Background: an optimization exercise with open tools, aiming at small area. Do not read the settings as production practice. RTL that was checked went through simulation tests only; none was proved equivalent to the original. For runs 3 and 4, only the layout was checked, not whether the RTL still works. Power is estimated from default activity; no workload was simulated.

$ cat config.mk
export PLATFORM = sky130hd
export DESIGN_NAME = FreqMod
export DESIGN_NICKNAME = FreqMod
export VERILOG_FILES = /design/flow/design.v
export SDC_FILE = /design/flow/constraint.sdc
export NUM_CORES = 4
export LEC_CHECK = 0
export ABC_AREA = 1
export CAP_MARGIN = 20
export CORE_MARGIN = 2
export CORE_UTILIZATION = 40
export CTS_CLUSTER_DIAMETER = 150
export CTS_CLUSTER_SIZE = 24
export SLEW_MARGIN = 20
$ cat constraint.sdc
create_clock -name core_clock -period 20.0 [get_ports {clock}]
set_input_delay 4.0000 -clock core_clock [delete_from_list [all_inputs] [get_ports {clock}]]
set_output_delay 4.0000 -clock core_clock [all_outputs]
set_load 0.01 [all_outputs]
$ cat design.v
`timescale 1ns / 1ps
module FreqMod(
    input signed [17:0] audio_in,
    input ready,
    input clock,
    input reset,
    input [9:0] controls,
    output wire signed [17:0] audio_out,
    output reg [7:0] freq1,
    output reg [7:0] freq2,
    output reg [7:0] freq3,
    output reg [7:0] freq4,
    output reg [7:0] freq5,
    output reg [7:0] freq6,
    output reg [7:0] freq7,
    output reg [4:0] weight1,
    output reg [4:0] weight2,
    output reg [4:0] weight3,
    output reg [4:0] weight4,
    output reg [4:0] weight5,
    output reg [4:0] weight6,
    output reg [4:0] weight7
    );
    wire [7:0] switches = controls[7:0];
    wire fup = controls[8];
    wire fdown = controls[9];
    reg old_fup, old_fdown, increment, decrement;
    always @(posedge clock) begin
        old_fup <= fup;
        old_fdown <= fdown;
        increment <= fup & ~old_fup;
        decrement <= fdown & ~old_fdown;
    end
    wire [34:0] wts = {weight7, weight6, weight5, weight4, weight3, weight2, weight1};
    reg [34:0] wts_next;
    integer k;
    reg [4:0] w, tg;
    reg dn, up;
    always @(*) begin
        for (k = 0; k < 7; k = k + 1) begin
            w = wts[5*k +: 5];
            dn = switches[k] & decrement & (w != 5'd0);
            up = switches[k] & increment & (w != 5'd31) & ~dn;
            tg[0] = up | dn;
            tg[1] = (up & w[0]) | (dn & ~w[0]);
            tg[2] = (up & (&w[1:0])) | (dn & ~(|w[1:0]));
            tg[3] = (up & (&w[2:0])) | (dn & ~(|w[2:0]));
            tg[4] = (up & (&w[3:0])) | (dn & ~(|w[3:0]));
            wts_next[5*k +: 5] = reset ? 5'd0 : (w ^ tg);
        end
    end
    always @(posedge clock)
        {weight7, weight6, weight5, weight4, weight3, weight2, weight1} <= wts_next;
    reg [575:0] ring;
    reg [4:0] m1;        
    reg pending;         
    reg [17:0] q;        
    reg [17:0] o;        
    reg [27:0] acc;
    reg [8:0] t;
    wire ins = pending & (m1 == 5'd0);
    wire [17:0] tap1 = ins ? q : ring[575:558];
    wire [17:0] tap2 = ring[287:270];
    always @(posedge clock) begin
        ring <= {ring[557:0], tap1};
        if (reset) m1 <= 5'd0;
        else if (!ready) m1 <= m1 - 5'd1;
        if (reset) pending <= 1'b0;
        else if (ready) pending <= 1'b1;
        else if (m1 == 5'd0) pending <= 1'b0;
        if (reset) t <= 9'd511;
        else if (ready) t <= 9'd1;
        else if (t != 9'd511) t <= t + 9'd1;
    end
    localparam A_HOLD = 2'd0, A_ZERO = 2'd1, A_X4 = 2'd2, A_X16 = 2'd3;
    localparam S_TAP = 2'd0, S_O = 2'd1, S_Q = 2'd2;
    localparam D_NONE = 2'd0, D_ROM = 2'd1, D_CONST = 2'd2, D_BOOTH = 2'd3;
    wire [4:0] blk = t[8:4];
    wire [3:0] c = t[3:0];
    reg [1:0] amode;
    reg p1_on;
    reg [1:0] p2_dsrc;
    reg [1:0] p2_src;
    reg [2:0] p2_const;
    reg [3:0] pass;
    reg [2:0] wsel;         
    reg [1:0] bstep;        
    reg ld_o_y, ld_o_w, ld_q_y;
    reg [2:0] ld_f;         
    reg [2:0] o_band;       
    wire eqm = !(switches == 8'h01 || switches == 8'h02 || switches == 8'h04 ||
                 switches == 8'h08 || switches == 8'h10 || switches == 8'h20 ||
                 switches == 8'h40);
    reg is_pass, first_zero, first_x16, is_w;
    reg [2:0] wk;
    always @(*) begin
        is_pass = 1'b0; first_zero = 1'b0; first_x16 = 1'b0; is_w = 1'b0; wk = 3'd1; pass = 4'd0;
        case (blk)
            5'd3:  begin is_pass = 1'b1; pass = 4'd0; first_zero = 1'b1; end    
            5'd4:  begin is_pass = 1'b1; pass = 4'd1; end
            5'd5:  begin is_pass = 1'b1; pass = 4'd2; end
            5'd6:  begin is_pass = 1'b1; pass = 4'd3; end
            5'd20: begin is_pass = 1'b1; pass = 4'd4; first_zero = 1'b1; end   
            5'd21: begin is_pass = 1'b1; pass = 4'd5; first_x16 = 1'b1; end
            5'd22: begin is_w = 1'b1; wk = 3'd1; end
            5'd23: begin is_pass = 1'b1; pass = 4'd6; first_zero = 1'b1; end   
            5'd24: begin is_pass = 1'b1; pass = 4'd7; end
            5'd25: begin is_pass = 1'b1; pass = 4'd8; end
            5'd26: begin is_w = 1'b1; wk = 3'd2; end
            5'd27: begin is_pass = 1'b1; pass = 4'd9; first_zero = 1'b1; end   
            5'd28: begin is_pass = 1'b1; pass = 4'd10; end
            5'd29: begin is_w = 1'b1; wk = 3'd3; end
            5'd30: begin is_pass = 1'b1; pass = 4'd11; first_zero = 1'b1; end  
            5'd31: begin is_w = 1'b1; wk = 3'd4; end
            default: ;
        endcase
    end
    always @(*) begin
        amode = A_HOLD; p1_on = 1'b0; p2_dsrc = D_NONE; p2_src = S_TAP; p2_const = 3'b000;
        wsel = wk; bstep = 2'd0;
        ld_o_y = 1'b0; ld_o_w = 1'b0; ld_q_y = 1'b0; ld_f = 3'd0; o_band = wk;
        if (is_pass) begin
            p1_on = 1'b1; p2_dsrc = D_ROM;
            if (c == 4'd0) amode = first_zero ? A_ZERO : first_x16 ? A_X16 : A_X4;
        end
        if (blk == 5'd2) begin
            if (c == 4'd1) begin amode = A_ZERO; p2_dsrc = D_CONST; p2_src = S_Q; p2_const = 3'b010; end
            if (c == 4'd2 || c == 4'd3) amode = A_X16;
            if (c == 4'd4) begin p2_dsrc = D_CONST; p2_src = S_Q; p2_const = 3'b101; end
        end
        if (blk == 5'd3 && c == 4'd0) ld_o_y = 1'b1;
        if (blk == 5'd7 && c == 4'd0) ld_q_y = 1'b1;
        if (is_w) begin
            if (c == 4'd0) ld_q_y = 1'b1;
            if (c >= 4'd1 && c <= 4'd3) begin
                amode = (c == 4'd1) ? A_ZERO : A_X4;
                p2_dsrc = D_BOOTH; p2_src = S_Q;
                bstep = (c == 4'd1) ? 2'd2 : (c == 4'd2) ? 2'd1 : 2'd0;
            end
            if (c == 4'd4) begin
                ld_f = wk; p2_dsrc = eqm ? D_CONST : D_NONE; p2_src = S_O; p2_const = 3'b001;
            end
            if (c == 4'd5) ld_o_w = 1'b1;
        end
        if (blk == 5'd19) begin
            if (c <= 4'd2) begin
                amode = (c == 4'd0) ? A_ZERO : A_X4;
                p2_dsrc = D_BOOTH; p2_src = S_O; wsel = 3'd7;
                bstep = (c == 4'd0) ? 2'd2 : (c == 4'd1) ? 2'd1 : 2'd0;
            end
            if (c == 4'd3) begin ld_f = 3'd7; ld_o_w = 1'b1; o_band = 3'd7; end
            if ((c >= 4'd3 && c <= 4'd5) || (c >= 4'd7 && c <= 4'd9)) begin
                amode = (c == 4'd3 || c == 4'd7) ? A_ZERO : A_X4;
                p2_dsrc = D_BOOTH; p2_src = S_Q; wsel = (c <= 4'd5) ? 3'd5 : 3'd6;
                bstep = (c == 4'd3 || c == 4'd7) ? 2'd2 : (c == 4'd4 || c == 4'd8) ? 2'd1 : 2'd0;
            end
            if (c == 4'd6 || c == 4'd10) begin
                ld_f = (c == 4'd6) ? 3'd5 : 3'd6;
                p2_dsrc = eqm ? D_CONST : D_NONE; p2_src = S_O; p2_const = 3'b001;
            end
            if (c == 4'd7 || c == 4'd11) begin ld_o_w = 1'b1; o_band = (c == 4'd7) ? 3'd5 : 3'd6; end
        end
    end
    wire [5:0] dig;
    eq_digits digits (.pass(pass), .j(m1[3:0]), .dig(dig));
    wire [2:0] d1 = m1[4] ? dig[5:3] : dig[2:0];
    wire [2:0] d2rom = m1[4] ? dig[2:0] : dig[5:3];
    reg [4:0] wt;
    always @(*) begin
        case (wsel)
            3'd1: wt = weight1;
            3'd2: wt = weight2;
            3'd3: wt = weight3;
            3'd4: wt = weight4;
            3'd5: wt = weight5;
            3'd6: wt = weight6;
            default: wt = weight7;
        endcase
    end
    reg [2:0] dbooth;
    always @(*) begin
        case (bstep)
            2'd2: dbooth = {1'b0, wt[4] & wt[3], wt[4] ^ wt[3]};
            2'd1: dbooth = {wt[3] & ~(wt[2] & wt[1]), (wt[3] & ~wt[2] & ~wt[1]) | (~wt[3] & wt[2] & wt[1]), wt[2] ^ wt[1]};
            default: dbooth = {wt[1], wt[1] & ~wt[0], wt[0]};
        endcase
    end
    reg [2:0] d2;
    always @(*) begin
        case (p2_dsrc)
            D_ROM: d2 = d2rom;
            D_CONST: d2 = p2_const;
            D_BOOTH: d2 = dbooth;
            default: d2 = 3'b000;
        endcase
    end
    wire [2:0] d1g = p1_on ? d1 : 3'b000;
    reg [17:0] v2;
    always @(*) begin
        case (p2_src)
            S_O: v2 = o;
            S_Q: v2 = q;
            default: v2 = tap2;
        endcase
    end
    function [27:0] term;
        input [17:0] v;
        input [2:0] d;
        reg [27:0] m;
        begin
            m = d[0] ? {{10{v[17]}}, v} : d[1] ? {{9{v[17]}}, v, 1'b0} : 28'd0;
            term = d[2] ? ~m : m;
        end
    endfunction
    wire [27:0] abase = (amode == A_ZERO) ? 28'd0 : (amode == A_X4) ? {acc[25:0], 2'b00} :
                        (amode == A_X16) ? {acc[23:0], 4'b0000} : acc;
    wire [27:0] t1 = term(tap1, d1g);
    wire [27:0] t2 = term(v2, d2);
    wire [27:0] cs_s = abase ^ t1 ^ t2;
    wire [27:0] cs_c = {(abase[26:0] & t1[26:0]) | (abase[26:0] & t2[26:0]) | (t1[26:0] & t2[26:0]), d1g[2]};
    wire [28:0] rc;
    wire [27:0] acc_next;
    assign rc[0] = d2[2];
    genvar gi;
    generate for (gi = 0; gi < 28; gi = gi + 1) begin : ripple
        assign acc_next[gi] = cs_s[gi] ^ cs_c[gi] ^ rc[gi];
        assign rc[gi+1] = (cs_s[gi] & cs_c[gi]) | (cs_s[gi] & rc[gi]) | (cs_c[gi] & rc[gi]);
    end endgenerate
    always @(posedge clock) begin
        acc <= acc_next;
        if (ready) q <= audio_in;
        else if (ld_q_y) q <= acc[27:10];
        if (ld_o_y) o <= acc[27:10];
        else if (ld_o_w && (o_band == 3'd7 ? switches == 8'h40 :
                            (eqm || switches == (8'd1 << (o_band - 3'd1))))) o <= acc[17:0];
        if (ld_f == 3'd1) freq1 <= acc[17:10];
        if (ld_f == 3'd2) freq2 <= acc[17:10];
        if (ld_f == 3'd3) freq3 <= acc[17:10];
        if (ld_f == 3'd4) freq4 <= acc[17:10];
        if (ld_f == 3'd5) freq5 <= acc[17:10];
        if (ld_f == 3'd6) freq6 <= acc[17:10];
        if (ld_f == 3'd7) freq7 <= acc[17:10];
    end
    assign audio_out = o;
endmodule
module eq_digits(input wire [3:0] pass, input wire [3:0] j, output reg [5:0] dig);
  always @(*)
    case ({pass, j})
      8'd0: dig = 6'b000000;
      8'd1: dig = 6'b000000;
      8'd2: dig = 6'b000000;
      8'd3: dig = 6'b000101;
      8'd4: dig = 6'b000101;
      8'd5: dig = 6'b000110;
      8'd6: dig = 6'b000110;
      8'd7: dig = 6'b000110;
      8'd8: dig = 6'b000110;
      8'd9: dig = 6'b000110;
      8'd10: dig = 6'b000110;
      8'd11: dig = 6'b000110;
      8'd12: dig = 6'b000101;
      8'd13: dig = 6'b000101;
      8'd14: dig = 6'b000000;
      8'd15: dig = 6'b000000;
      8'd16: dig = 6'b010010;
      8'd17: dig = 6'b010001;
      8'd18: dig = 6'b010000;
      8'd19: dig = 6'b010001;
      8'd20: dig = 6'b001101;
      8'd21: dig = 6'b000001;
      8'd22: dig = 6'b101000;
      8'd23: dig = 6'b110101;
      8'd24: dig = 6'b110110;
      8'd25: dig = 6'b110101;
      8'd26: dig = 6'b101000;
      8'd27: dig = 6'b000001;
      8'd28: dig = 6'b001101;
      8'd29: dig = 6'b010001;
      8'd30: dig = 6'b010000;
      8'd31: dig = 6'b010001;
      8'd32: dig = 6'b000000;
      8'd33: dig = 6'b010000;
      8'd34: dig = 6'b001110;
      8'd35: dig = 6'b101001;
      8'd36: dig = 6'b000000;
      8'd37: dig = 6'b101001;
      8'd38: dig = 6'b101110;
      8'd39: dig = 6'b001110;
      8'd40: dig = 6'b000000;
      8'd41: dig = 6'b001110;
      8'd42: dig = 6'b101110;
      8'd43: dig = 6'b101001;
      8'd44: dig = 6'b000000;
      8'd45: dig = 6'b101001;
      8'd46: dig = 6'b001110;
      8'd47: dig = 6'b010000;
      8'd48: dig = 6'b001001;
      8'd49: dig = 6'b101000;
      8'd50: dig = 6'b010110;
      8'd51: dig = 6'b001001;
      8'd52: dig = 6'b110010;
      8'd53: dig = 6'b000101;
      8'd54: dig = 6'b001101;
      8'd55: dig = 6'b000110;
      8'd56: dig = 6'b010000;
      8'd57: dig = 6'b000110;
      8'd58: dig = 6'b001101;
      8'd59: dig = 6'b000101;
      8'd60: dig = 6'b110010;
      8'd61: dig = 6'b001001;
      8'd62: dig = 6'b010110;
      8'd63: dig = 6'b101000;
      8'd64: dig = 6'b010010;
      8'd65: dig = 6'b010010;
      8'd66: dig = 6'b010010;
      8'd67: dig = 6'b010010;
      8'd68: dig = 6'b010010;
      8'd69: dig = 6'b010010;
      8'd70: dig = 6'b010010;
      8'd71: dig = 6'b010010;
      8'd72: dig = 6'b010010;
      8'd73: dig = 6'b010010;
      8'd74: dig = 6'b010010;
      8'd75: dig = 6'b010010;
      8'd76: dig = 6'b010010;
      8'd77: dig = 6'b010010;
      8'd78: dig = 6'b010010;
      8'd79: dig = 6'b010010;
      8'd80: dig = 6'b101101;
      8'd81: dig = 6'b001101;
      8'd82: dig = 6'b001101;
      8'd83: dig = 6'b001101;
      8'd84: dig = 6'b001101;
      8'd85: dig = 6'b000101;
      8'd86: dig = 6'b000000;
      8'd87: dig = 6'b000101;
      8'd88: dig = 6'b000000;
      8'd89: dig = 6'b000101;
      8'd90: dig = 6'b000000;
      8'd91: dig = 6'b000101;
      8'd92: dig = 6'b001101;
      8'd93: dig = 6'b001101;
      8'd94: dig = 6'b001101;
      8'd95: dig = 6'b001101;
      8'd96: dig = 6'b001001;
      8'd97: dig = 6'b001001;
      8'd98: dig = 6'b001001;
      8'd99: dig = 6'b001001;
      8'd100: dig = 6'b001001;
      8'd101: dig = 6'b001001;
      8'd102: dig = 6'b001001;
      8'd103: dig = 6'b001001;
      8'd104: dig = 6'b001001;
      8'd105: dig = 6'b001001;
      8'd106: dig = 6'b001001;
      8'd107: dig = 6'b001001;
      8'd108: dig = 6'b001001;
      8'd109: dig = 6'b001001;
      8'd110: dig = 6'b001001;
      8'd111: dig = 6'b001001;
      8'd112: dig = 6'b010010;
      8'd113: dig = 6'b010010;
      8'd114: dig = 6'b010010;
      8'd115: dig = 6'b010010;
      8'd116: dig = 6'b010010;
      8'd117: dig = 6'b010010;
      8'd118: dig = 6'b010010;
      8'd119: dig = 6'b010010;
      8'd120: dig = 6'b010010;
      8'd121: dig = 6'b010010;
      8'd122: dig = 6'b010010;
      8'd123: dig = 6'b010010;
      8'd124: dig = 6'b010010;
      8'd125: dig = 6'b010010;
      8'd126: dig = 6'b010010;
      8'd127: dig = 6'b010010;
      8'd128: dig = 6'b101101;
      8'd129: dig = 6'b000000;
      8'd130: dig = 6'b101000;
      8'd131: dig = 6'b101000;
      8'd132: dig = 6'b000000;
      8'd133: dig = 6'b001101;
      8'd134: dig = 6'b000101;
      8'd135: dig = 6'b000000;
      8'd136: dig = 6'b010000;
      8'd137: dig = 6'b000000;
      8'd138: dig = 6'b000101;
      8'd139: dig = 6'b001101;
      8'd140: dig = 6'b000000;
      8'd141: dig = 6'b101000;
      8'd142: dig = 6'b101000;
      8'd143: dig = 6'b000000;
      8'd144: dig = 6'b000000;
      8'd145: dig = 6'b000000;
      8'd146: dig = 6'b000000;
      8'd147: dig = 6'b000000;
      8'd148: dig = 6'b000000;
      8'd149: dig = 6'b000000;
      8'd150: dig = 6'b001000;
      8'd151: dig = 6'b000000;
      8'd152: dig = 6'b000000;
      8'd153: dig = 6'b000000;
      8'd154: dig = 6'b001000;
      8'd155: dig = 6'b000000;
      8'd156: dig = 6'b000000;
      8'd157: dig = 6'b000000;
      8'd158: dig = 6'b000000;
      8'd159: dig = 6'b000000;
      8'd160: dig = 6'b001001;
      8'd161: dig = 6'b001000;
      8'd162: dig = 6'b000001;
      8'd163: dig = 6'b001001;
      8'd164: dig = 6'b010000;
      8'd165: dig = 6'b010001;
      8'd166: dig = 6'b101000;
      8'd167: dig = 6'b000000;
      8'd168: dig = 6'b000010;
      8'd169: dig = 6'b000000;
      8'd170: dig = 6'b101000;
      8'd171: dig = 6'b010001;
      8'd172: dig = 6'b010000;
      8'd173: dig = 6'b001001;
      8'd174: dig = 6'b000001;
      8'd175: dig = 6'b001000;
      8'd176: dig = 6'b101101;
      8'd177: dig = 6'b101110;
      8'd178: dig = 6'b000101;
      8'd179: dig = 6'b101101;
      8'd180: dig = 6'b101101;
      8'd181: dig = 6'b000101;
      8'd182: dig = 6'b101101;
      8'd183: dig = 6'b110010;
      8'd184: dig = 6'b000000;
      8'd185: dig = 6'b110010;
      8'd186: dig = 6'b101101;
      8'd187: dig = 6'b000101;
      8'd188: dig = 6'b101101;
      8'd189: dig = 6'b101101;
      8'd190: dig = 6'b000101;
      8'd191: dig = 6'b101110;
      default: dig = 6'b000000;
    endcase
endmodule
$ cat flow/run.sh
#!/bin/bash
# The standard layout (standard.sh), except that the input and output port
# buffers use the smallest buffer cell (buf_1) instead of the default choice.
set -euo pipefail
export BUFFER_PORTS_ARGS="-buffer_cell sky130_fd_sc_hd__buf_1"
bash standard.sh > standard.log 2>&1
$ cat standard.sh
#!/bin/bash
# synth_recipe.tcl (not shown) runs the flow's synth.tcl, then flattens the netlist and writes it again
# the make line also repeats each setting of config.mk as NAME=value (left out here)
make -C /OpenROAD-flow-scripts/flow DESIGN_CONFIG=/design/flow/config.mk WORK_HOME=/design/flow/orfs CLKGATE_MAP_FILE= SYNTH_SCRIPT=/design/flow/synth_recipe.tcl "${@:-finish}"
==> impl_metrics.json, run 1 <==
{
  "slowest_delay_ns": 0.76,
  "drt-total-wl_um": 56200,
  "synth.cell_area_um2": 24300,
  "cap_viol_max_count": 0,
  "period_minus_slack_ns": 18.27,
  "crit_slowest_cell": "o21ai_2",
  "endpoint_kind": "flop",
  "synthMuxAreaShare": 0.000411,
  "r2r_cells": 60,
  "drive_gt1_frac": 0.0541,
  "holdPathEnd": "ring[395]",
  "reg2reg_from": "t[0]",
  "drc": 0,
  "postCtsHoldBufs": 0,
  "dieArea_um2": 62800,
  "finalClockSkew_ns": 0.0516,
  "synth-xor-area-share": 0.00936,
  "synth_top_family_by_area": "simple AND/OR/NAND/NOR gates",
  "post-cts-setup-buffers": 0,
  "status": "timing/DRC/antenna clean",
  "synth_seq_cells": 761,
  "setup-tns-final_ns": 0,
  "overflow": 0,
  "postSynthCellCount": 2251,
  "grt_max_degree": 41,
  "utilization": 0.444,
  "start_kind": "primary input",
  "path_common_cell": "fa_1",
  "worstHoldStart": "ring[377]",
  "place_hpwl_um": 40500,
  "port_buffers": 139,
  "cp.required_ns": 20.50,
  "grt_pass1_wl_um": 86600,
  "whs_ns": 0.301,
  "clk_pin_slew_ns": 0.10,
  "first_iter_violations": 1130,
  "placement_rows": 90,
  "timing.hold.worst_path_depth": 0,
  "viasPerCell": 4.95,
  "synth-edff-count": 92,
  "stdcell_count": 3187,
  "die_x_um": 251,
  "synth_seq_area_share": 0.664,
  "dp_cells": 3135,
  "antenna_found_initial": 0,
  "synth_compound_area_frac": 0.0939,
  "start_util": 0.404,
  "postRouteAntennaNets": 0,
  "fp.coreArea_um2": 60200,
  "syn_avg_cell_area_um2": 10.8,
  "io_pins": 140,
  "route.vias.total": 15778,
  "nets": 2502,
  "hold_viol": 0,
  "async_flop_share": 0,
  "synthAdderAreaFrac": 0.0573,
  "cts_made_buffers": 37,
  "grt_pass1_vias": 15200,
  "area_growth_pct": 9.84,
  "drv_slew": 0,
  "place_congestion": 0.885,
  "dieHeight_um": 251,
  "ir_drop_mv": 0.0574,
  "reg2reg_to": "acc[27]",
  "r2r_slack_ns": 3.86,
  "rsz0062_at_grt": "no",
  "synth-simple-area-share": 0.126,
  "clk-insertion-delay-late_ns": 0.61,
  "period_share": 0.914,
  "ctsResizeCount": 0,
  "setup_violations": 0,
  "ys_warn_count": 2,
  "arrival_ns": 18.77,
  "drt_first_pass_iters": 5,
  "synth.distinct_cells": 57,
  "worstSetupPathType": "primary input to flop",
  "htreeDepth": 2,
  "cts_tree": "built",
  "fmax_mhz": 54.7,
  "synthFlopType": "dfxtp_1",
  "syn-num-nets": 2361,
  "maxSlewHeadroom": 0.333,
  "cp_max_fo": 20,
  "power_density_nw_per_um2": 122,
  "cts.path.max_buffers": 3,
  "routedWlPerCell_um": 17.6,
  "hold_path.class": "flop to flop",
  "cts-root-buf": "clkbuf_16",
  "clock-sinks": 761,
  "p_leak_uw": 0.0113,
  "grt_usage": 0.177,
  "worstMarginPinSlew_ns": 0.998
}
-- worst max-delay path: cells and delay by family --
family | cells | cell delay, ns
AOI/OAI and AO/OA | 5 | 1.55
buffers and inverters | 7 | 0.87
and+or+nand+nor | 10 | 1.01
xor gates and xnor gates | 2 | 0.47
adders and majority gates | 27 | 10.89
-- flip-flops by register name (all words and copies together), names as in the netlist, 8 cells and up --
name / cells
t: 9
freq3: 8
freq2: 8
freq1: 8
freq5: 8
acc: 28
freq4: 8
q: 18
freq7: 8
o: 18
freq6: 8
ring: 576
-- power breakdown --
| group | total (µW) | switching, µW | internal (µW) |
|---|---|---|---|
| Combinational | 593 | 376 | 217 |
| Sequential | 1870 | 115 | 1750 |
| Clock | 808 | 455 | 354 |
| Total | 3270 | 946 | 2320 |
-- cell families (layout without fill, tap and decap cells) --
family / after synthesis / count (layout)
AOI/OAI and AO/OA: 384 / 384
xor gates and xnor gates: 26 / 26
adders and majority gates: 79 / 79
buffers and inverters: 298 / 451
DFF: 761 / 761
muxes: 1 / 1
other: 0 / 1
and+or+nand+nor: 702 / 702
-- cell usage in the layout (no fill, tap or decap), drive strengths merged, types with 2 or more instances in the layout --
cell type  synthesis  final
and3               3      3
o22ai             10     10
buf               25    154
dfxtp            669    669
or2               15     15
o2111ai            3      3
a32oi              3      3
a22o               2      2
o31ai              3      3
o311ai             4      4
edfxtp            92     92
nand3            110    110
nor2             130    130
xor2              24     24
xnor2              2      2
o221ai             4      4
a211oi             6      6
ha                25     25
nand2            404    404
nand4             12     12
a221o             20     20
fa                54     54
nor3              21     21
inv              240    242
a21oi             84     84
clkbuf            28     49
o211ai            13     13
a31oi             12     12
o21ai            193    193
a221oi            19     19
nor4               6      6
clkinv             5      6
a21boi             2      2
-- synthesized netlist by cell type, types with 9 or more instances --
master | n | share of area
dfxtp_1 | 669 | 0.55
clkbuf_1 | 28 | 0.0043
nand4_1 | 12 | 0.0031
fa_1 | 54 | 0.044
buf_2 | 11 | 0.0023
a21oi_1 | 81 | 0.017
xor2_1 | 24 | 0.0086
o211ai_1 | 13 | 0.0040
nand2_2 | 20 | 0.0051
o21ai_0 | 182 | 0.037
nand2_1 | 382 | 0.059
a221oi_1 | 19 | 0.0068
or2_2 | 14 | 0.0036
a31oi_1 | 12 | 0.0031
inv_2 | 9 | 0.0014
edfxtp_1 | 92 | 0.11
nand3_2 | 11 | 0.0045
o22ai_1 | 10 | 0.0026
nor2_1 | 122 | 0.019
ha_1 | 25 | 0.013
nand3_1 | 99 | 0.020
nor3_1 | 21 | 0.0043
a221o_1 | 20 | 0.0082
o21ai_1 | 10 | 0.0021
inv_1 | 231 | 0.036
-- cell type report --
class | count | area, µm²
inverter | 245 | 920
clock buffer | 48 | 988
sequential | 761 | 16200
antenna | 1 | 2.50
clock inverter | 3 | 45.0
multi-input combinational | 1192 | 6990
fill | 5612 | 33500
timing repair buffer | 155 | 643
tap | 782 | 978
-- how the worst max path moves through the flow --
stage                           start  endpoint  slack (ns)  cells after the start
after global placement    controls[3]   acc[27]        1.30                     51
after CTS                 controls[3]   acc[27]        1.77                     51
after detailed placement  controls[3]   acc[27]        1.13                     51
after global routing      controls[0]   acc[27]        1.06                     53
after floorplan           controls[1]   acc[27]        2.77                     56
final                     controls[3]   acc[27]        1.73                     51
-- stage by stage --
stage / worst slack, ns / total power, µW / cell area [µm²]
2_1_floorplan: 2.77 / 2270 / 24300
3_3_place_gp: 1.30 / 2480 / 25700
3_5_place_dp: 1.13 / 2490 / 25700
4_1_cts: 1.77 / 3300 / 26700
5_1_grt: 1.06 / 3440 / 26700
6_report: 1.73 / 3270 / 26700
-- routing by layer --
metal / GRT usage / wire, µm / vias up
li1: - / - / 7625
met1: 0.257 / 26800 / 7608
met2: 0.273 / 24800 / 477
met3: 0.0297 / 3590 / 68
met4: 0.0453 / 996 / 0
met5: 0 / 0 / -
==> inputs of run 2 (changes only) <==
--- a/config.mk
+++ b/config.mk
@@ -10,5 +10,5 @@
 export CORE_MARGIN = 2
 export CORE_UTILIZATION = 40
-export CTS_CLUSTER_DIAMETER = 150
-export CTS_CLUSTER_SIZE = 24
+export CTS_CLUSTER_DIAMETER = 100
+export CTS_CLUSTER_SIZE = 28
 export SLEW_MARGIN = 20
==> run 2 against run 1 <==
Clock skew down 0.025 ns. Sequential share of layout area up 0.38 points. First-iteration DRC count up 0.97%. Still clean. Synthesized cell count unchanged. Die area unchanged. Combinational power about the same.
==> impl_metrics.json, run 2 <==
{
  "die_x_um": 251,
  "dp_cells": 3135,
  "period_minus_slack_ns": 18.21,
  "mostFrequentLayoutCells": "dfxtp_1 (669), nand2_1 (382), inv_1 (231)",
  "synth.distinct_cells": 57,
  "final_area_um2": 26600,
  "slowest_delay_ns": 0.75,
  "postSynthCellCount": 2251,
  "synthTopCellsByCount": "dfxtp_1 (669), nand2_1 (382), inv_1 (231)",
  "cp_num_buf_inv": 7,
  "synth.cell_area_um2": 24300,
  "port_buffers": 139,
  "area_growth_pct": 9.15,
  "synth_seq_cells": 761,
  "antenna_found_initial": 0,
  "drt_first_pass_iters": 5,
  "routedWlPerCell_um": 17.6,
  "synth-edff-count": 92,
  "overflow": 0,
  "setup_violations": 0,
  "post-cts-setup-buffers": 0,
  "crit_slowest_cell": "o21ai_2",
  "fill_cells": 5627,
  "synth_area_leaders": "dfxtp_1 (55%), edfxtp_1 (11%), nand2_1 (5.9%)",
  "p_leak_uw": 0.0112,
  "clk_pin_slew_ns": 0.11,
  "hold_path.class": "flop to flop",
  "rsz0062_at_grt": "no",
  "path_common_cell": "fa_1",
  "holdPathEnd": "ring[194]",
  "viasPerCell": 4.95,
  "status": "timing/DRC/antenna clean",
  "postRouteAntennaNets": 0,
  "period_share": 0.910,
  "arrival_ns": 18.76,
  "reg2reg_from": "t[0]",
  "reg2reg_to": "acc[27]",
  "synth.most_common_cell": "dfxtp_1",
  "syn_avg_cell_area_um2": 10.8,
  "drive_gt1_frac": 0.0521,
  "reg_top3": "ring: 576 flops, acc: 28 flops",
  "cts.path.max_buffers": 3,
  "grt_pass1_wl_um": 86400,
  "fmax_mhz": 54.9,
  "r2r_cells": 60,
  "clk-insertion-delay-late_ns": 0.65,
  "cts_made_buffers": 31,
  "cts_tree": "built",
  "stdcell_count": 3180,
  "dieHeight_um": 251,
  "route.vias.total": 15752,
  "fp.coreArea_um2": 60200,
  "drt-total-wl_um": 56100,
  "final_common_cell": "dfxtp_1",
  "syn-num-nets": 2361,
  "setup-tns-final_ns": 0,
  "synth_seq_area_share": 0.664,
  "grt_max_degree": 41,
  "grt_usage": 0.175,
  "endpoint_kind": "flop",
  "async_flop_share": 0,
  "cp_max_fo": 20,
  "synthFlopType": "dfxtp_1",
  "cp.required_ns": 20.55,
  "drv_slew": 0,
  "maxSlewHeadroom": 0.314,
  "clock-sinks": 761,
  "synth_top_area_share": 0.550,
  "largest_register_ffs": 576,
  "io_pins": 140,
  "nets": 2496,
  "grt_pass1_vias": 15122,
  "ir_drop_mv": 0.0899,
  "placement_rows": 90,
  "hold_viol": 0,
  "place_congestion": 0.885,
  "first_iter_violations": 1141,
  "worstSetupPathType": "primary input to flop",
  "yosysTopAreaCell": "dfxtp_1",
  "start_util": 0.404,
  "cts-root-buf": "clkbuf_16",
  "cap_viol_max_count": 0,
  "power_density_nw_per_um2": 120,
  "worstMarginPinSlew_ns": 1.03,
  "postCtsHoldBufs": 0,
  "ys_warn_count": 2,
  "finalClockSkew_ns": 0.0261,
  "place_area_um2": 25700,
  "path_delay_family": "adder cells",
  "drc": 0,
  "place_hpwl_um": 40500,
  "worstHoldStart": "ring[176]",
  "start_kind": "primary input",
  "largest-register": "ring",
  "diodes": 0,
  "dieArea_um2": 62800,
  "whs_ns": 0.326,
  "ctsResizeCount": 0,
  "r2r_slack_ns": 3.86,
  "htreeDepth": 1,
  "timing.hold.worst_path_depth": 0
}
-- run 2: worst max path at each step --
stage / from / to / cells past startpoint
2_1_floorplan: controls[1] / acc[27] / 56
3_3_place_gp: controls[3] / acc[27] / 51
3_5_place_dp: controls[3] / acc[27] / 51
4_1_cts: controls[3] / acc[27] / 51
5_1_grt: controls[0] / acc[27] / 53
6_report: controls[3] / acc[27] / 51
-- run 2: cell families after synthesis --
group,Yosys count,synth area share
DFF,761,0.664
and+or+nand+nor,702,0.126
AOI/OAI and AO/OA,384,0.0939
buffers and inverters,298,0.0491
adders and majority gates,79,0.0573
xor gates and xnor gates,26,0.00936
muxes,1,0.000411
-- run 2: where the power goes --
part	leakage, µW	switching, µW	internal [µW]
clock	0.000424	441	294
combinational	0.00448	378	218
sequential	0.00634	114	1750
total	0.0112	933	2260
-- run 2: layer usage --
layer,global-route usage,part of all wire,vias to the layer above
met5,0,0,-
met4,0.0356,0.015,0
met3,0.0320,0.066,58
met2,0.272,0.44,494
met1,0.256,0.48,7595
li1,-,-,7605
-- run 2: per-stage QoR --
step | util | power, µW | setup WS, ns
4_1_cts | 0.441 | 3220 | 1.79
3_3_place_gp | 0.426 | 2480 | 1.30
2_1_floorplan | - | 2270 | 2.77
3_5_place_dp | 0.426 | 2490 | 1.13
5_1_grt | 0.441 | 3370 | 1.10
6_report | 0.441 | 3200 | 1.79
-- run 2: cell type report --
cell class / count / area [µm²] / area share
repair buffers: 155 / 643 / 0.0242
clock buffers: 41 / 823 / 0.0310
well taps: 782 / 978 / 0.0368
inverters: 245 / 920 / 0.0346
clock inverters: 4 / 46.3 / 0.00174
multi-input cells: 1192 / 6990 / 0.263
flip-flops and latches: 761 / 16200 / 0.608
-- run 2: worst reg2reg max path, delay by kind of cell, from the launching register on --
kind                     cells  cell delay (ns)
AO/OA/AOI/OAI                3             0.94
adder cells (fa/ha/maj)     29            11.37
buffers and inverters        9             1.06
flip-flops                   1             0.40
XOR/XNOR                     2             0.48
AND/OR/NAND/NOR             17             1.81
==> inputs of run 3 (changes only) <==
--- a/design.v
+++ b/design.v
@@ -196,23 +196,17 @@
     end
     wire [2:0] d1g = p1_on ? d1 : 3'b000;
-    reg [17:0] v2;
-    always @(*) begin
-        case (p2_src)
-            S_O: v2 = o;
-            S_Q: v2 = q;
-            default: v2 = tap2;
-        endcase
-    end
+    wire s_o = (p2_src == S_O), s_q = (p2_src == S_Q), s_t = (p2_src == S_TAP);
+    wire [17:0] v2 = ({18{s_o}} & o) | ({18{s_q}} & q) | ({18{s_t}} & tap2);
     function [27:0] term;
         input [17:0] v;
         input [2:0] d;
-        reg [27:0] m;
+        reg [18:0] m;
         begin
-            m = d[0] ? {{10{v[17]}}, v} : d[1] ? {{9{v[17]}}, v, 1'b0} : 28'd0;
-            term = d[2] ? ~m : m;
+            m = ({19{d[0]}} & {v[17], v}) | ({19{d[1]}} & {v, 1'b0});
+            term = {{9{m[18] ^ d[2]}}, m ^ {19{d[2]}}};
         end
     endfunction
-    wire [27:0] abase = (amode == A_ZERO) ? 28'd0 : (amode == A_X4) ? {acc[25:0], 2'b00} :
-                        (amode == A_X16) ? {acc[23:0], 4'b0000} : acc;
+    wire a_h = (amode == A_HOLD), a_4 = (amode == A_X4), a_16 = (amode == A_X16);
+    wire [27:0] abase = ({28{a_h}} & acc) | ({28{a_4}} & {acc[25:0], 2'b00}) | ({28{a_16}} & {acc[23:0], 4'b0000});
     wire [27:0] t1 = term(tap1, d1g);
     wire [27:0] t2 = term(v2, d2);
@@ -256,5 +250,5 @@
       8'd7: dig = 6'b000110;
       8'd8: dig = 6'b000110;
-      8'd9: dig = 6'b000110;
+      8'd9: dig = 6'b101110;
       8'd10: dig = 6'b000110;
       8'd11: dig = 6'b000110;
@@ -272,5 +266,5 @@
       8'd23: dig = 6'b110101;
       8'd24: dig = 6'b110110;
-      8'd25: dig = 6'b110101;
+      8'd25: dig = 6'b010101;
       8'd26: dig = 6'b101000;
       8'd27: dig = 6'b000001;
@@ -350,5 +344,5 @@
       8'd101: dig = 6'b001001;
       8'd102: dig = 6'b001001;
-      8'd103: dig = 6'b001001;
+      8'd103: dig = 6'b010001;
       8'd104: dig = 6'b001001;
       8'd105: dig = 6'b001001;
@@ -366,5 +360,5 @@
       8'd117: dig = 6'b010010;
       8'd118: dig = 6'b010010;
-      8'd119: dig = 6'b010010;
+      8'd119: dig = 6'b110010;
       8'd120: dig = 6'b010010;
       8'd121: dig = 6'b010010;
@@ -396,5 +390,5 @@
       8'd147: dig = 6'b000000;
       8'd148: dig = 6'b000000;
-      8'd149: dig = 6'b000000;
+      8'd149: dig = 6'b001000;
       8'd150: dig = 6'b001000;
       8'd151: dig = 6'b000000;
@@ -412,5 +406,5 @@
       8'd163: dig = 6'b001001;
       8'd164: dig = 6'b010000;
-      8'd165: dig = 6'b010001;
+      8'd165: dig = 6'b110001;
       8'd166: dig = 6'b101000;
       8'd167: dig = 6'b000000;
==> run 3 against run 2 <==
First-iteration DRC count about the same. Critical path depth up 3. Synthesized cell count down 2.3%. Design area down 0.57%. Final cell count down 1.2%. Highest routed layer unchanged. Via count down 2.8%. Clock-buffer cell count up 5. Largest power group unchanged. Critical path type unchanged. Synthesized area down 1.6%. Sequential share of layout area up 0.35 points.
==> impl_metrics.json, run 3 <==
{
  "setup-tns-final_ns": 0,
  "viasPerCell": 4.87,
  "cts_tree": "built",
  "finalClockSkew_ns": 0.0335,
  "dieArea_um2": 61800,
  "place_hpwl_um": 39000,
  "period_minus_slack_ns": 18.13,
  "largest-register": "ring",
  "synth.distinct_cells": 53,
  "drt-total-wl_um": 54400,
  "first_iter_violations": 1140,
  "endpoint_kind": "flop",
  "synth_top_area_share": 0.559,
  "hold_path.class": "flop to flop",
  "routedWlPerCell_um": 17.3,
  "clk-insertion-delay-late_ns": 0.59,
  "synth_seq_area_share": 0.675,
  "diodes": 0,
  "overflow": 0,
  "synthFlopType": "dfxtp_1",
  "drc": 0,
  "synthTopCellsByCount": "dfxtp_1 (669), nand2_1 (395), inv_1 (238)",
  "start_util": 0.405,
  "worstMarginPinSlew_ns": 0.949,
  "htreeDepth": 2,
  "status": "timing/DRC/antenna clean",
  "cts-root-buf": "clkbuf_16",
  "placement_rows": 89,
  "cts_made_buffers": 34,
  "path_common_cell": "fa_1",
  "grt_pass1_wl_um": 84700,
  "cp_max_fo": 7,
  "reg_top3": "ring: 576 flops, acc: 28 flops",
  "setup_violations": 0,
  "worstSetupPathType": "primary input to flop",
  "nets": 2459,
  "post-cts-setup-buffers": 0,
  "largest_register_ffs": 576,
  "dieHeight_um": 249,
  "drive_gt1_frac": 0.0435,
  "place_congestion": 0.880,
  "postSynthCellCount": 2199,
  "postCtsHoldBufs": 0,
  "clk_pin_slew_ns": 0.10,
  "start_kind": "primary input",
  "grt_max_degree": 45,
  "p_leak_uw": 0.0110,
  "cap_viol_max_count": 0,
  "final_common_cell": "dfxtp_1",
  "io_pins": 140,
  "postRouteAntennaNets": 0,
  "synth-edff-count": 92,
  "fmax_mhz": 55.1,
  "route.vias.total": 15305,
  "grt_usage": 0.174,
  "arrival_ns": 18.63,
  "synth.most_common_cell": "dfxtp_1",
  "drv_slew": 0,
  "rsz0062_at_grt": "no",
  "synth_area_leaders": "dfxtp_1 (56%), edfxtp_1 (12%), nand2_1 (6.2%)",
  "total_power_uw": 3170,
  "ys_warn_count": 2,
  "antenna_found_initial": 0,
  "ir_drop_mv": 0.0747,
  "power_density_nw_per_um2": 120,
  "cp.required_ns": 20.50,
  "mostFrequentLayoutCells": "dfxtp_1 (669), nand2_1 (395), inv_1 (238)",
  "maxSlewHeadroom": 0.365,
  "clock-sinks": 761,
  "fill_cells": 5549,
  "syn-num-nets": 2307,
  "synth.cell_area_um2": 23900,
  "syn_avg_cell_area_um2": 10.9,
  "die_x_um": 249,
  "slowest_delay_ns": 0.57,
  "async_flop_share": 0,
  "ctsResizeCount": 0,
  "grt_pass1_vias": 14897,
  "fp.coreArea_um2": 59100,
  "period_share": 0.907,
  "yosysTopAreaCell": "dfxtp_1",
  "area_growth_pct": 10.3,
  "drt_first_pass_iters": 24,
  "port_buffers": 139,
  "cts.path.max_buffers": 3,
  "hold_viol": 0,
  "crit_slowest_cell": "fa_1",
  "synth_seq_cells": 761
}
## run 3: per-stage QoR
stage | hold slack [ns] | std cells | worst slack (ns) | utilization | instance area (µm²)
5_1_grt | 0.322 | 3141 | 1.14 | 0.447 | 26400
4_1_cts | 0.310 | 3140 | 1.85 | 0.446 | 26400
2_1_floorplan | 0.310 | 2199 | 2.25 | - | 23900
6_report | 0.304 | 3141 | 1.87 | 0.447 | 26400
3_3_place_gp | 0.310 | 3087 | 1.36 | 0.429 | 25400
3_5_place_dp | 0.312 | 3087 | 1.22 | 0.429 | 25400
## run 3: final timing paths
kind | from | to | slack [ns] | depth (start not counted)
hold / removal | ring[160] | ring[178] | 0.30 | 0
setup / recovery | controls[3] | acc[27] | 1.87 | 54
setup reg to reg | t[0] | acc[27] | 3.43 | 63
hold reg to reg | ring[160] | ring[178] | 0.30 | 0
## run 3: where the power goes
group	leakage, µW	total, µW	switching [µW]	internal (µW)
sequential	0.00631	1810	99.6	1720
combinational	0.00419	550	354	197
clock	0.000490	802	464	338
## run 3: logic make-up after synthesis
logic type                 share of synthesized area
DFF                                            0.675
and+or+nand+nor                                0.118
AOI/OAI and AO/OA                             0.0872
buffers and inverters                         0.0483
adders and majority gates                     0.0572
xor gates and xnor gates                      0.0150
## run 3: area by class of cell
class                   instances  area (µm²)  share of cell area
repair buffers                157         666              0.0252
clock inverters                 7        85.1             0.00322
well taps                     773         967              0.0366
clock buffers                  46         927              0.0351
flip-flops and latches        761       16200               0.612
inverters                     255         965              0.0365
multi-input cells            1142        6640               0.252
## run 3: metal layers
metal	global-route usage	routed length, µm
met1	0.250	25900
met2	0.265	23800
met3	0.0316	3440
met4	0.0551	1380
met5	0	0
## run 3: worst max-delay path: cells and delay by family
kind / cells / cell delay [ns]
AO/OA/AOI/OAI: 2 / 0.32
XOR/XNOR: 3 / 0.55
adder cells (fa/ha/maj): 28 / 11.58
buffers and inverters: 9 / 0.65
AND/OR/NAND/NOR: 12 / 1.52
==> inputs of run 4 (changes only) <==
==> flow/run.sh (replaced) <==
#!/bin/bash
# The standard layout (standard.sh), except that the input and output port
# buffers use the smallest buffer cell (buf_1) instead of the default choice, and
# clock tree synthesis inserts no dummy loads.
set -euo pipefail
export BUFFER_PORTS_ARGS="-buffer_cell sky130_fd_sc_hd__buf_1"
export CTS_ARGS="-sink_clustering_enable -repair_clock_nets -sink_clustering_size 28 -sink_clustering_max_diameter 100 -dont_use_dummy_load"
bash standard.sh > standard.log 2>&1
==> run 4 against run 3 <==
Still clean. Combinational power hardly changed. Utilization is 0.27 points lower. Sequential power hardly changed. Clock skew is 0.035 ns higher. Synthesized area stayed put. Clock power is 8.0% lower. Flip-flop and latch count stayed put. Non-clock buffer count stayed put. Clock-buffer cell count is 12 lower. Final cell count is 0.60% lower. Hold slack better by 0.0019 ns. Global-route usage hardly changed. Critical path type unchanged. Largest cell class unchanged.
==> impl_metrics.json, run 4 <==
{
  "status": "timing/DRC/antenna clean",
  "power_density_nw_per_um2": 118,
  "postRouteAntennaNets": 0,
  "finalClockSkew_ns": 0.0681,
  "power.internal_uw": 2220,
  "htreeDepth": 2,
  "grt_pass1_vias": 14856,
  "synth.cell_area_um2": 23900,
  "synth_top_area_share": 0.559,
  "final_common_cell": "dfxtp_1",
  "place_hpwl_um": 39000,
  "cp.required_ns": 20.42,
  "synth-edff-count": 92,
  "placement_rows": 89,
  "clock-sinks": 761,
  "period_minus_slack_ns": 18.24,
  "ir_drop_mv": 0.0707,
  "ys_warn_count": 2,
  "startpoint": "controls[3]",
  "dieArea_um2": 61800,
  "clk_pin_slew_ns": 0.10,
  "grt_usage": 0.173,
  "fp.coreArea_um2": 59100,
  "nets": 2459,
  "dieHeight_um": 249,
  "yosysTopAreaCell": "dfxtp_1",
  "cts_made_buffers": 34,
  "grt_pass1_wl_um": 84600,
  "stdcell_count": 3122,
  "setup-tns-final_ns": 0,
  "place_congestion": 0.880,
  "clkPwrFrac": 0.238,
  "postCtsHoldBufs": 0,
  "mostFrequentLayoutCells": "dfxtp_1 (669), nand2_1 (395), inv_1 (238)",
  "final.setup.worst_slack_ns": 1.76,
  "drive_gt1_frac": 0.0400,
  "synth_area_leaders": "dfxtp_1 (56%), edfxtp_1 (12%), nand2_1 (6.2%)",
  "die_x_um": 249,
  "dp_cells": 3087,
  "start_util": 0.405,
  "path_common_cell": "fa_1",
  "overflow": 0,
  "start_kind": "primary input",
  "drt_first_pass_iters": 23,
  "async_flop_share": 0,
  "area_growth_pct": 9.61,
  "drv_slew": 0,
  "synthTopCellsByCount": "dfxtp_1 (669), nand2_1 (395), inv_1 (238)",
  "whs_ns": 0.306,
  "ff_latch_area_um2": 16200,
  "clk-insertion-delay-late_ns": 0.58,
  "postSynthCellCount": 2199,
  "endpoint_kind": "flop",
  "io_pins": 140,
  "routedWlPerCell_um": 17.4,
  "switching_power_uw": 886,
  "route.vias.total": 15315,
  "cts.path.max_buffers": 3,
  "worstMarginPinSlew_ns": 0.923,
  "drc": 0,
  "arrival_ns": 18.65,
  "viasPerCell": 4.91,
  "first_iter_violations": 1174,
  "cp_max_fo": 7,
  "syn_avg_cell_area_um2": 10.9,
  "total_power_uw": 3100,
  "synth_seq_cells": 761,
  "maxSlewHeadroom": 0.382,
  "slowest_delay_ns": 0.57,
  "power_frac_seq": 0.585,
  "preCtsSetupSlack_ns": 1.22,
  "drt-total-wl_um": 54300,
  "worstSetupPathType": "primary input to flop",
  "setup_violations": 0,
  "hold_path.class": "flop to flop",
  "cts-root-buf": "clkbuf_16",
  "synth.most_common_cell": "dfxtp_1",
  "crit_slowest_cell": "fa_1",
  "synth_seq_area_share": 0.675,
  "worstHoldStart": "ring[123]",
  "cts_tree": "built",
  "largest-register": "ring",
  "grt_max_degree": 45,
  "diodes": 0,
  "reg_top3": "ring: 576 flops, acc: 28 flops",
  "multi_input_area_um2": 6640,
  "fmax_mhz": 54.8,
  "synth.distinct_cells": 53,
  "p_leak_uw": 0.0109,
  "fill_cells": 5555,
  "rsz0062_at_grt": "no",
  "synthFlopType": "dfxtp_1",
  "port_buffers": 139,
  "swShare": 0.285,
  "largest_register_ffs": 576,
  "cap_viol_max_count": 0,
  "ctsResizeCount": 0,
  "hold_viol": 0,
  "antenna_found_initial": 0,
  "pwr-share-comb": 0.178,
  "reg2reg_from": "t[0]",
  "period_share": 0.912,
  "syn-num-nets": 2307,
  "post-cts-setup-buffers": 0
}
-- run 4: cell counts after synthesis --
No cell type changed its count.
-- run 4: critical path, delay by kind of cell --
kind	cells	cell delay (ns)
xor gates and xnor gates	3	0.55
adders and majority gates	28	11.58
buffers and inverters	9	0.66
and+or+nand+nor	12	1.54
AOI/OAI and AO/OA	2	0.32
-- run 4: power by group through the flow --
stage | clock (µW) | sequential, µW | combinational, µW
CTS | 768 | 1820 | 550
global placement | 0 | 1850 | 539
detailed placement | 0 | 1850 | 544
global route | 821 | 1830 | 628
finish | 738 | 1820 | 552
floorplan | 0 | 1800 | 384
-- run 4: kinds of logic (layout without fill, tap and decap cells) --
logic type | count (synthesis) | count (layout) | share of synthesized area
xor gates and xnor gates | 41 | 41 | 0.0150
buffers and inverters | 296 | 446 | 0.0483
DFF | 761 | 761 | 0.675
AOI/OAI and AO/OA | 353 | 353 | 0.0872
adders and majority gates | 77 | 77 | 0.0572
and+or+nand+nor | 671 | 671 | 0.118
-- run 4: final cells by class --
class                           instances  share of cell area
Sequential cell                       761               0.616
Inverter                              255              0.0368
Clock buffer                           34              0.0324
Tap cell                              773              0.0368
Multi-Input combinational cell       1142               0.253
Timing Repair Buffer                  157              0.0254
-- run 4: path summary, 6_finish.rpt --
kind | end | slack, ns | depth (start not counted)
max reg2reg | acc[27] | 3.45 | 63
min | ring[141] | 0.31 | 0
max | acc[27] | 1.76 | 54
min reg2reg | ring[141] | 0.31 | 0
-- run 4: per-layer routing --
layer  GRT usage  vias to the layer above  routed length (µm)
met5           0                        -                   0
met2       0.265                      511               23700
li1            -                     7417                   -
met1       0.250                     7314               25700
met3      0.0325                       73                3590
met4      0.0526                        0                1290
-- run 4: stage by stage --
| step | area [µm²] | util |
|---|---|---|
| CTS | 26200 | 0.444 |
| finish | 26200 | 0.444 |
| global route | 26200 | 0.444 |
| detailed placement | 25400 | 0.429 |
| floorplan | 23900 | - |
| global placement | 25400 | 0.429 |
==> inputs of run 5 (changes only) <==
--- a/design.v
+++ b/design.v
@@ -226,6 +226,6 @@
         else if (ld_q_y) q <= acc[27:10];
         if (ld_o_y) o <= acc[27:10];
-        else if (ld_o_w && (o_band == 3'd7 ? switches == 8'h40 :
-                            (eqm || switches == (8'd1 << (o_band - 3'd1))))) o <= acc[17:0];
+        else if (ld_o_w && (o_band == 3'd7 ? (!eqm && switches[6]) :
+                            (eqm || switches[o_band - 3'd1]))) o <= acc[17:0];
         if (ld_f == 3'd1) freq1 <= acc[17:10];
         if (ld_f == 3'd2) freq2 <= acc[17:10];
--- a/config.mk
+++ b/config.mk
@@ -10,5 +10,3 @@
 export CORE_MARGIN = 2
 export CORE_UTILIZATION = 40
-export CTS_CLUSTER_DIAMETER = 100
-export CTS_CLUSTER_SIZE = 28
 export SLEW_MARGIN = 20
==> run 5 against run 4 <==
Final cell count shrank 0.96%. Non-clock buffer count shrank 3. Wire length shrank 0.73%. Register-to-register slack gained 0.48 ns. Clock power shrank 5.3%. Flip-flop and latch count is the same. Critical endpoint unchanged. Highest routed layer unchanged.
==> impl_metrics.json, run 5 <==
{
  "status": "timing/DRC/antenna clean",
  "mostFrequentLayoutCells": "dfxtp_1 (669), nand2_1 (403), inv_1 (218)",
  "grt_pass1_wl_um": 84000,
  "cp_num_cells": 54,
  "synthAdderAreaFrac": 0.0583,
  "endpoint": "acc[27]",
  "hold_path.class": "flop to flop",
  "cap_viol_max_count": 0,
  "grt_max_degree": 47,
  "hold_viol": 0,
  "endpoint_kind": "flop",
  "placement_rows": 89,
  "reg_top3": "ring: 576 flops, acc: 28 flops",
  "reg2reg_from": "t[1]",
  "synthFlopType": "dfxtp_1",
  "synthMuxAreaShare": 0,
  "start_kind": "primary input",
  "ctsResizeCount": 0,
  "synthTopCellsByCount": "dfxtp_1 (669), nand2_1 (403), inv_1 (218)",
  "cts_made_buffers": 31,
  "postCtsHoldBufs": 0,
  "crit_slowest_cell": "fa_1",
  "cts.path.max_buffers": 3,
  "ff_latch_area_um2": 16200,
  "synth_seq_area_share": 0.676,
  "synth.cell_area_um2": 23900,
  "cp_num_buf_inv": 10,
  "ys_warn_count": 2,
  "die_x_um": 248,
  "startpoint": "controls[6]",
  "synth-simple-area-share": 0.117,
  "nets": 2431,
  "synth-xor-area-share": 0.0143,
  "drv_slew": 0,
  "fp.coreArea_um2": 59000,
  "period_share": 0.909,
  "drive_gt1_frac": 0.0388,
  "cts_tree": "built",
  "worstMarginPinSlew_ns": 0.992,
  "r2r_slack_ns": 3.93,
  "synth_top_family_by_area": "simple AND/OR/NAND/NOR gates",
  "clock-sinks": 761,
  "postSynthCellCount": 2177,
  "slowest_delay_ns": 0.58,
  "arrival_ns": 18.67,
  "path_delay_family": "adder cells",
  "route.vias.total": 15161,
  "fmax_mhz": 55.0,
  "fill_cells": 5566,
  "setup_violations": 0,
  "overflow": 0,
  "drc": 0,
  "grt_pass1_vias": 14843,
  "syn_avg_cell_area_um2": 11.0,
  "htreeDepth": 1,
  "async_flop_share": 0,
  "viasPerCell": 4.90,
  "cp_max_fo": 4,
  "synth_seq_cells": 761,
  "postRouteAntennaNets": 0,
  "routedWlPerCell_um": 17.4,
  "clk_pin_slew_ns": 0.09,
  "place_congestion": 0.873,
  "dieArea_um2": 61700,
  "synth.most_common_cell": "dfxtp_1",
  "synth_compound_area_frac": 0.0886,
  "syn-num-nets": 2287,
  "cp.required_ns": 20.49,
  "maxSlewHeadroom": 0.337,
  "port_buffers": 139,
  "finalClockSkew_ns": 0.0474,
  "post-cts-setup-buffers": 0,
  "largest-register": "ring",
  "synth.distinct_cells": 53,
  "synth-edff-count": 92,
  "path_common_cell": "fa_1",
  "reg2reg_to": "acc[27]",
  "final_common_cell": "dfxtp_1",
  "yosysTopAreaCell": "dfxtp_1",
  "synth_top_area_share": 0.561,
  "start_util": 0.405,
  "total_power_uw": 3050,
  "place_hpwl_um": 39100,
  "worstHoldStart": "ring[408]",
  "drt_first_pass_iters": 7,
  "multi_input_area_um2": 6650,
  "rsz0062_at_grt": "no",
  "antenna_found_initial": 0,
  "drt-total-wl_um": 53900,
  "power_density_nw_per_um2": 117,
  "clk-insertion-delay-late_ns": 0.62,
  "area_growth_pct": 9.28,
  "synth_area_leaders": "dfxtp_1 (56%), edfxtp_1 (12%), nand2_1 (6.3%)",
  "dieHeight_um": 248,
  "period_minus_slack_ns": 18.17,
  "grt_usage": 0.171,
  "io_pins": 140,
  "cts-root-buf": "clkbuf_16",
  "worstSetupPathType": "primary input to flop",
  "largest_register_ffs": 576,
  "r2r_cells": 65,
  "first_iter_violations": 1166,
  "setup-tns-final_ns": 0,
  "diodes": 0,
  "p_leak_uw": 0.0109,
  "ir_drop_mv": 0.117
}
[run 5: cell types whose count changed after synthesis, moves of 4 or more]
cell     before  now
nand4_1       8   17
a21oi_1      65   80
nand3_1      79   63
o21ai_0     162  148
nor2_1      128  117
nand2_1     395  403
nor3_1       23   27
inv_1       238  218
[run 5: area by class of cell]
| cell class | count | share of cell area |
|---|---|---|
| flip-flops and latches | 761 | 0.619 |
| multi-input cells | 1134 | 0.255 |
| well taps | 773 | 0.0370 |
| inverters | 239 | 0.0345 |
| clock buffers | 31 | 0.0297 |
| repair buffers | 154 | 0.0254 |
[run 5: cell families (layout without fill, tap and decap cells)]
logic type                 count (synthesis)  in the layout
AOI/OAI and AO/OA                        354            354
buffers and inverters                    282            424
and+or+nand+nor                          662            662
DFF                                      761            761
xor gates and xnor gates                  39             39
adders and majority gates                 79             79
[run 5: how the worst min path moves through the flow]
stage / depth (start not counted) / end / slack, ns
after floorplan: 0 / ring[100] / 0.31
after global placement: 0 / ring[62] / 0.31
after detailed placement: 0 / ring[107] / 0.31
after CTS: 0 / ring[392] / 0.30
after global routing: 0 / ring[82] / 0.32
final: 0 / ring[426] / 0.31
[run 5: power breakdown]
| part | total (µW) | internal, µW | switching [µW] | leakage (µW) |
|---|---|---|---|---|
| Combinational | 539 | 192 | 347 | 0.00420 |
| Clock | 699 | 277 | 422 | 0.000382 |
| Sequential | 1810 | 1720 | 96.2 | 0.00631 |
| Total | 3050 | 2190 | 865 | 0.0109 |
[run 5: routing by layer]
layer  global-route usage  vias to the layer above  routed length (µm)
li1                     -                     7334                   -
met1                0.239                     7292               24700
met2                0.271                      437               24400
met3               0.0313                       98                3220
met4               0.0477                        0                1510
met5                    0                        -                   0
[run 5: metrics by stage]
stage                     cells  setup WS (ns)  utilization  hold slack, ns  area, µm²
after floorplan            2177           2.19            -           0.310      23900
after global placement     3059           1.49        0.428           0.310      25300
after detailed placement   3059           1.26        0.428           0.312      25300
after CTS                  3090           1.89        0.442           0.302      26100
after global routing       3092           1.07        0.442           0.323      26100
final                      3092           1.83        0.442           0.306      26100
==> inputs of run 6 (changes only) <==
--- a/config.mk
+++ b/config.mk
@@ -7,6 +7,6 @@
 export LEC_CHECK = 0
 export ABC_AREA = 1
-export CAP_MARGIN = 20
+export CAP_MARGIN = 0
 export CORE_MARGIN = 2
 export CORE_UTILIZATION = 40
-export SLEW_MARGIN = 20
+export SLEW_MARGIN = 0
==> run 6 against run 5 <==
Still clean on timing, DRC and antenna. Global-route usage unchanged. Non-clock buffer count down 2. Die area unchanged. Synthesized area unchanged. Utilization down 0.081 points. Wire length about the same. First-iteration DRC count down 3.1%. Design area down 0.18%. Critical path type unchanged. Largest cell class unchanged.
==> impl_metrics.json, run 6 <==
{
  "path_common_cell": "fa_1",
  "viasPerCell": 4.90,
  "synth.cell_area_um2": 23900,
  "cts-root-buf": "clkbuf_16",
  "p_leak_uw": 0.0109,
  "grt_max_degree": 47,
  "start_kind": "primary input",
  "start_util": 0.405,
  "period_minus_slack_ns": 18.12,
  "antenna_found_initial": 0,
  "slowest_delay_ns": 0.58,
  "first_iter_violations": 1130,
  "synth_area_leaders": "dfxtp_1 (56%), edfxtp_1 (12%), nand2_1 (6.3%)",
  "synthTopCellsByCount": "dfxtp_1 (669), nand2_1 (403), inv_1 (218)",
  "worstSetupPathType": "primary input to flop",
  "drive_gt1_frac": 0.0375,
  "place_congestion": 0.873,
  "synthMuxAreaShare": 0,
  "dp_cells": 3059,
  "final_common_cell": "dfxtp_1",
  "timing.hold.worst_path_depth": 0,
  "synthAdderAreaFrac": 0.0583,
  "routedWlPerCell_um": 17.4,
  "postCtsHoldBufs": 0,
  "synth-edff-count": 92,
  "drv_slew": 0,
  "endpoint_kind": "flop",
  "synth-simple-area-share": 0.117,
  "hold_path.class": "flop to flop",
  "ff_latch_area_um2": 16200,
  "ctsResizeCount": 0,
  "hold_viol": 0,
  "power_density_nw_per_um2": 117,
  "cap_viol_max_count": 0,
  "switching_power_uw": 867,
  "stdcell_count": 3090,
  "clk_pin_slew_ns": 0.09,
  "maxSlewHeadroom": 0.195,
  "cts_made_buffers": 31,
  "largest-register": "ring",
  "finalClockSkew_ns": 0.0494,
  "port_buffers": 139,
  "worstMarginPinSlew_ns": 1.20,
  "clock-sinks": 761,
  "synth-xor-area-share": 0.0143,
  "io_pins": 140,
  "synth.distinct_cells": 53,
  "ir_drop_mv": 0.118,
  "synth_top_family_by_area": "simple AND/OR/NAND/NOR gates",
  "cp.required_ns": 20.49,
  "setup-tns-final_ns": 0,
  "placement_rows": 89,
  "postRouteAntennaNets": 0,
  "async_flop_share": 0,
  "place_hpwl_um": 39100,
  "dieArea_um2": 61700,
  "htreeDepth": 1,
  "route.vias.total": 15138,
  "synthFlopType": "dfxtp_1",
  "arrival_ns": 18.61,
  "utilization": 0.442,
  "yosysTopAreaCell": "dfxtp_1",
  "cts_tree": "built",
  "clkPwrFrac": 0.229,
  "total_power_uw": 3050,
  "synth_top_area_share": 0.561,
  "post-cts-setup-buffers": 0,
  "reg_top3": "ring: 576 flops, acc: 28 flops",
  "mostFrequentLayoutCells": "dfxtp_1 (669), nand2_1 (403), inv_1 (218)",
  "ys_warn_count": 2,
  "overflow": 0,
  "diodes": 0,
  "cts.path.max_buffers": 3,
  "power.internal_uw": 2190,
  "status": "timing/DRC/antenna clean",
  "rsz0062_at_grt": "no",
  "drt_first_pass_iters": 8,
  "synth.most_common_cell": "dfxtp_1",
  "grt_usage": 0.171,
  "drc": 0,
  "synth_seq_area_share": 0.676,
  "dieHeight_um": 248,
  "synth_compound_area_frac": 0.0886,
  "synth_seq_cells": 761,
  "setup_violations": 0,
  "postSynthCellCount": 2177,
  "fmax_mhz": 55.2,
  "drt-total-wl_um": 53900,
  "die_x_um": 248,
  "syn-num-nets": 2287,
  "power_frac_seq": 0.594,
  "crit_slowest_cell": "fa_1",
  "nets": 2429,
  "grt_pass1_wl_um": 84000,
  "pwr-share-comb": 0.177,
  "largest_register_ffs": 576,
  "fill_cells": 5572,
  "clk-insertion-delay-late_ns": 0.63,
  "period_share": 0.906,
  "area_growth_pct": 9.08,
  "multi_input_area_um2": 6640,
  "cp_max_fo": 7,
  "syn_avg_cell_area_um2": 11.0,
  "grt_pass1_vias": 14843,
  "swShare": 0.284,
  "r2r_cells": 65,
  "fp.coreArea_um2": 59000
}
-- run 6: final cells by class --
| class | count | area share |
|---|---|---|
| multi-input cells | 1134 | 0.255 |
| inverters | 239 | 0.0345 |
| well taps | 773 | 0.0371 |
| flip-flops and latches | 761 | 0.620 |
| clock buffers | 31 | 0.0298 |
| repair buffers | 152 | 0.0238 |
-- run 6: worst paths after layout --
path / start / end / slack (ns)
max: controls[6] / acc[27] / 1.88
min: ring[408] / ring[426] / 0.31
max reg2reg: t[1] / acc[27] / 3.96
min reg2reg: ring[408] / ring[426] / 0.31
-- run 6: power groups by stage --
stage / Clock [µW] / Sequential [µW] / Combinational (µW)
finish: 700 / 1810 / 539
floorplan: 0 / 1800 / 378
CTS: 728 / 1820 / 542
global placement: 0 / 1850 / 531
global route: 776 / 1830 / 617
detailed placement: 0 / 1850 / 540
-- run 6: cell families after synthesis --
logic type               after synthesis
buffers and inverters                282
flip-flops                           761
adder cells (fa/ha/maj)               79
XOR/XNOR                              39
AO/OA/AOI/OAI                        354
AND/OR/NAND/NOR                      662
-- run 6: per-layer routing --
layer	global-route usage	wire length (µm)	vias up
met4	0.0477	1550	0
met1	0.239	24700	7262
met2	0.271	24400	451
met3	0.0313	3270	95
met5	0	0	-
li1	-	-	7330
-- run 6: critical path: cells and delay by family --
family / cells / cell delay (ns)
xor+xnor: 3 / 0.57
fa+ha+maj: 28 / 11.42
buf+inv: 9 / 0.78
compound gates: 4 / 1.00
simple gates: 8 / 0.84
-- run 6: metrics by stage --
| stage | instance area, µm² | setup WS, ns | hold slack [ns] |
|---|---|---|---|
| 3_3_place_gp | 25300 | 1.49 | 0.310 |
| 5_1_grt | 26100 | 1.07 | 0.323 |
| 2_1_floorplan | 23900 | 2.19 | 0.310 |
| 4_1_cts | 26100 | 1.89 | 0.302 |
| 6_report | 26100 | 1.88 | 0.306 |
| 3_5_place_dp | 25300 | 1.26 | 0.312 |

what the ideal ports hide:
In the flow no input, the clock included, has a driving cell. The finished layouts below were timed again as built, in two steps. Step 1 (the two cells are an assumption about what drives the block):
set clk [get_ports {clock}]
set_driving_cell -lib_cell sky130_fd_sc_hd__clkbuf_16 $clk
set_driving_cell -lib_cell sky130_fd_sc_hd__buf_2 [delete_from_list [all_inputs] $clk]
Step 2 also shifts input and output timing later by t, the mid clock arrival at the registers, as if the neighbouring blocks saw the same clock. Slacks: ideal ports / drivers / drivers and shift; pairs: ideal ports / drivers.
run | t (ns) | setup slack, ns | clock arrival spread, ns
run 1 | 0.639 | 1.728 / 1.768 / 1.129 | 0.052 / 0.052
run 2 | 0.692 | 1.790 / 1.830 / 1.138 | 0.027 / 0.027
run 3 | 0.641 | 1.865 / 1.909 / 1.268 | 0.040 / 0.040
run 4 | 0.612 | 1.764 / 1.809 / 1.197 | 0.068 / 0.068
run 5 | 0.659 | 1.827 / 1.858 / 1.199 | 0.049 / 0.049
run 6 | 0.659 | 1.880 / 1.910 / 1.251 | 0.050 / 0.050
After both steps every run listed still meets setup and hold. For run 2, which loses most, drivers alone change the setup slack by +0.040 ns; drivers and shift together by -0.652 ns.
